From an optimization exercise on the open Yosys and OpenROAD flow, aimed at small area; shortcuts taken in it are not production practice. Where RTL was checked, it was by simulation tests only, not by an equivalence proof against the original. No activity file was given, so power comes from the tool's default toggle rates.

run 1:
## sync_fifo
module sync_fifo #(
	parameter	DEPTH=8,
	parameter	WIDTH=32,
	parameter	AF_LEVEL = 1,
	parameter	AE_LEVEL = 1,
	parameter	DEPTH_LOG=$clog2(DEPTH)
)(
	input					clk, rstn,
	input					push, pop,
	input 		[WIDTH-1:0]	din,
	output 		[WIDTH-1:0]	dout,
	output					full,empty,a_full,a_empty
);
	reg [WIDTH-1:0]		mem[DEPTH-1:0];
	reg [DEPTH_LOG:0]	k;		 
	always @(posedge clk)
	if (push) begin
		mem[0] <= din;
		for (int i=1;i<DEPTH;i++) mem[i] <= mem[i-1];
	end
	always @(posedge clk, negedge rstn)
	if		(!rstn)			k <= {(DEPTH_LOG+1){1'b1}};
	else if (push != pop)	k <= push ? k + 1'b1 : k - 1'b1;
	assign	empty	= k[DEPTH_LOG];
	assign	full 	= k == DEPTH - 1;
	assign	a_full	= !k[DEPTH_LOG] && k >= DEPTH - 1 - AF_LEVEL;
	assign	a_empty = k[DEPTH_LOG] || k <= AE_LEVEL - 1;
	wire [DEPTH-1:0] rsel = {{(DEPTH-1){1'b0}},1'b1} << k[DEPTH_LOG-1:0];
	genvar b;
	generate for (b=0;b<WIDTH;b++) begin : g_rd
		wire n0, n1;
		fifo_aoi222 u_a (.a1(rsel[0]), .a2(mem[0][b]), .b1(rsel[1]), .b2(mem[1][b]), .c1(rsel[2]), .c2(mem[2][b]), .y(n0));
		fifo_aoi222 u_b (.a1(rsel[3]), .a2(mem[3][b]), .b1(rsel[4]), .b2(mem[4][b]), .c1(rsel[5]), .c2(mem[5][b]), .y(n1));
		fifo_rdfin  u_c (.n0(n0), .n1(n1), .a1(rsel[6]), .a2(mem[6][b]), .b1(rsel[7]), .b2(mem[7][b]), .y(dout[b]));
	end endgenerate
endmodule
==> flow/config.mk <==
export PLATFORM = sky130hd
export DESIGN_NAME = sync_fifo
export DESIGN_NICKNAME = sync_fifo
export VERILOG_FILES = /design/flow/design.v
export SDC_FILE = /design/flow/constraint.sdc
export NUM_CORES = 4
export LEC_CHECK = 0
export CAP_MARGIN = 20
export CORE_MARGIN = 2
export CORE_UTILIZATION = 60
export CTS_BUF_LIST = sky130_fd_sc_hd__clkbuf_8
export CTS_CLUSTER_DIAMETER = 80
export CTS_CLUSTER_SIZE = 20
export SLEW_MARGIN = 20
export SYNTH_HIERARCHICAL = 1
export SYNTH_MINIMUM_KEEP_SIZE = 0
==> flow/constraint.sdc <==
create_clock -name core_clock -period 5.0 [get_ports {clk}]
set_input_delay 1.0000 -clock core_clock [delete_from_list [all_inputs] [get_ports {clk}]]
set_output_delay 1.0000 -clock core_clock [all_outputs]
set_load 0.01 [all_outputs]
standard.sh (not shown) runs the stock make flow with config.mk's settings and CLKGATE_MAP_FILE= SYNTH_SCRIPT=/design/flow/synth_recipe.tcl, a recipe that flattens the netlist after the stock synthesis.
==> flow/flow/run.sh <==
#!/bin/bash
# Standard ORFS layout (the standard.sh, unchanged synthesis), with two
# changes: ports are buffered with the smallest buffer, and CTS inserts no
# dummy loads. Each tool's output is kept in the ORFS logs folder; the make
# output is also kept in standard.log here.
set -e
cp standard.sh standard.sh.txt 2>/dev/null || true
export BUFFER_PORTS_ARGS="-buffer_cell sky130_fd_sc_hd__buf_1"
export CTS_ARGS="-sink_clustering_enable -repair_clock_nets -buf_list sky130_fd_sc_hd__clkbuf_8 -sink_clustering_size 20 -sink_clustering_max_diameter 80 -dont_use_dummy_load"
bash standard.sh > standard.log 2>&1
Run 1 went all the way through synthesis, placement and routing and the layout is clean on timing, DRC and antenna.
Changes in run 2 relative to run 1:
==> flow/run.sh (new file) <==
#!/bin/bash
# synth_recipe.tcl (not shown) runs the flow's synth.tcl, then flattens the netlist and writes it again
# the make line also repeats each setting of config.mk as NAME=value (left out here)
make -C /OpenROAD-flow-scripts/flow DESIGN_CONFIG=/design/flow/config.mk WORK_HOME=/design/flow/orfs CLKGATE_MAP_FILE= SYNTH_SCRIPT=/design/flow/synth_recipe.tcl finish
removed: flow/flow/run.sh
removed: flow/standard.sh
==> results.txt <==
Run 2 does better than run 1 on global-route wire length before repair. Looking at setup slack, run 2 sits 580 ps lower than run 1 does. The highest ir drop seen on vdd in run 2 sits 4.3% above the value recorded for run 1. Time the worst path needs with I/O delays and setup, run 2 and run 1: higher on run 2.

========
Another version of the RTL of sync_fifo (not shown whole).
Size: ~260 flip-flops, about 72 I/O pins, roughly 9000 µm² of cells after synthesis.
==> flow/config.mk <==
export PLATFORM = sky130hd
export DESIGN_NAME = sync_fifo
export DESIGN_NICKNAME = sync_fifo
export VERILOG_FILES = /design/flow/design.v
export SDC_FILE = /design/flow/constraint.sdc
export NUM_CORES = 4
export LEC_CHECK = 0
export CAP_MARGIN = 20
export CORE_MARGIN = 2
export CORE_UTILIZATION = 80
export PLACE_DENSITY = 0.85
export SLEW_MARGIN = 20
export SYNTH_HIERARCHICAL = 1
export SYNTH_MINIMUM_KEEP_SIZE = 0
==> flow/constraint.sdc <==
create_clock -name core_clock -period 5.0 [get_ports {clk}]
set_input_delay 1.0000 -clock core_clock [delete_from_list [all_inputs] [get_ports {clk}]]
set_output_delay 1.0000 -clock core_clock [all_outputs]
set_load 0.01 [all_outputs]
==> flow/flow/run.sh <==
#!/bin/bash
# Standard ORFS layout (the standard.sh, unchanged synthesis), with two
# changes: ports are buffered with the smallest buffer, and CTS inserts no
# dummy loads. Each tool's output is kept in the ORFS logs folder; the make
# output is also kept in standard.log here.
set -e
cp standard.sh standard.sh.txt 2>/dev/null || true
export BUFFER_PORTS_ARGS="-buffer_cell sky130_fd_sc_hd__buf_1"
export CTS_ARGS="-sink_clustering_enable -repair_clock_nets -buf_list sky130_fd_sc_hd__clkbuf_8 -sink_clustering_size 20 -sink_clustering_max_diameter 80 -dont_use_dummy_load"
bash standard.sh > standard.log 2>&1
The first run finished clean.
Edit:
--- a/flow/flow/run.sh
+++ b/flow/flow/run.sh
@@ -7,4 +7,5 @@
 cp standard.sh standard.sh.txt 2>/dev/null || true
 export BUFFER_PORTS_ARGS="-buffer_cell sky130_fd_sc_hd__buf_1"
+export RECOVER_POWER=100
 export CTS_ARGS="-sink_clustering_enable -repair_clock_nets -buf_list sky130_fd_sc_hd__clkbuf_8 -sink_clustering_size 20 -sink_clustering_max_diameter 80 -dont_use_dummy_load"
 bash standard.sh > standard.log 2>&1
This time the run finished but fails on capacitance limit, slew limit; utilization goes down by 0.17 points; clock power hardly moves; combinational power hardly moves; routed wire length barely changes; final area is about the same; area after synthesis is unchanged.
No run of this note included a check of the RTL's function; only the layout flow was run.

==> port drivers added, routing unchanged <==
How much do the figures lean on ideal ports? The routed layouts below were timed once more, with nothing changed but the port constraints.
Step 1 sets driving cells, clkbuf_16 on the clock port and buf_2 on the other inputs (assumed; they add their load-dependent delay and slew).
Step 2 adds t to the input delays and takes it off the output delays; t is the mean of the earliest and latest rising clock arrival at the registers after step 1. Input paths then give back, and output paths get back, about the clock's delay inside the block.
a / b / c = ideal / step 1 / step 2; a / b = the first two.
| run | t, ns | setup WS [ns] | worst hold slack (ns) | worst setup path at the end |
|---|---|---|---|---|
| run 1 | 0.533 | 1.300 / 1.262 / 1.795 | 0.447 / 0.447 / 0.447 | register to output |
| run 2 | 0.548 | 0.721 / 0.683 / 1.231 | 0.452 / 0.452 / 0.452 | register to output |
| the first run of note 2 | 0.540 | 1.173 / 1.138 / 1.678 | 0.447 / 0.447 / 0.447 | register to output |
| the second run of note 2 | 0.540 | 0.682 / 0.647 / 0.743 | 0.450 / 0.450 / 0.450 | input to register |
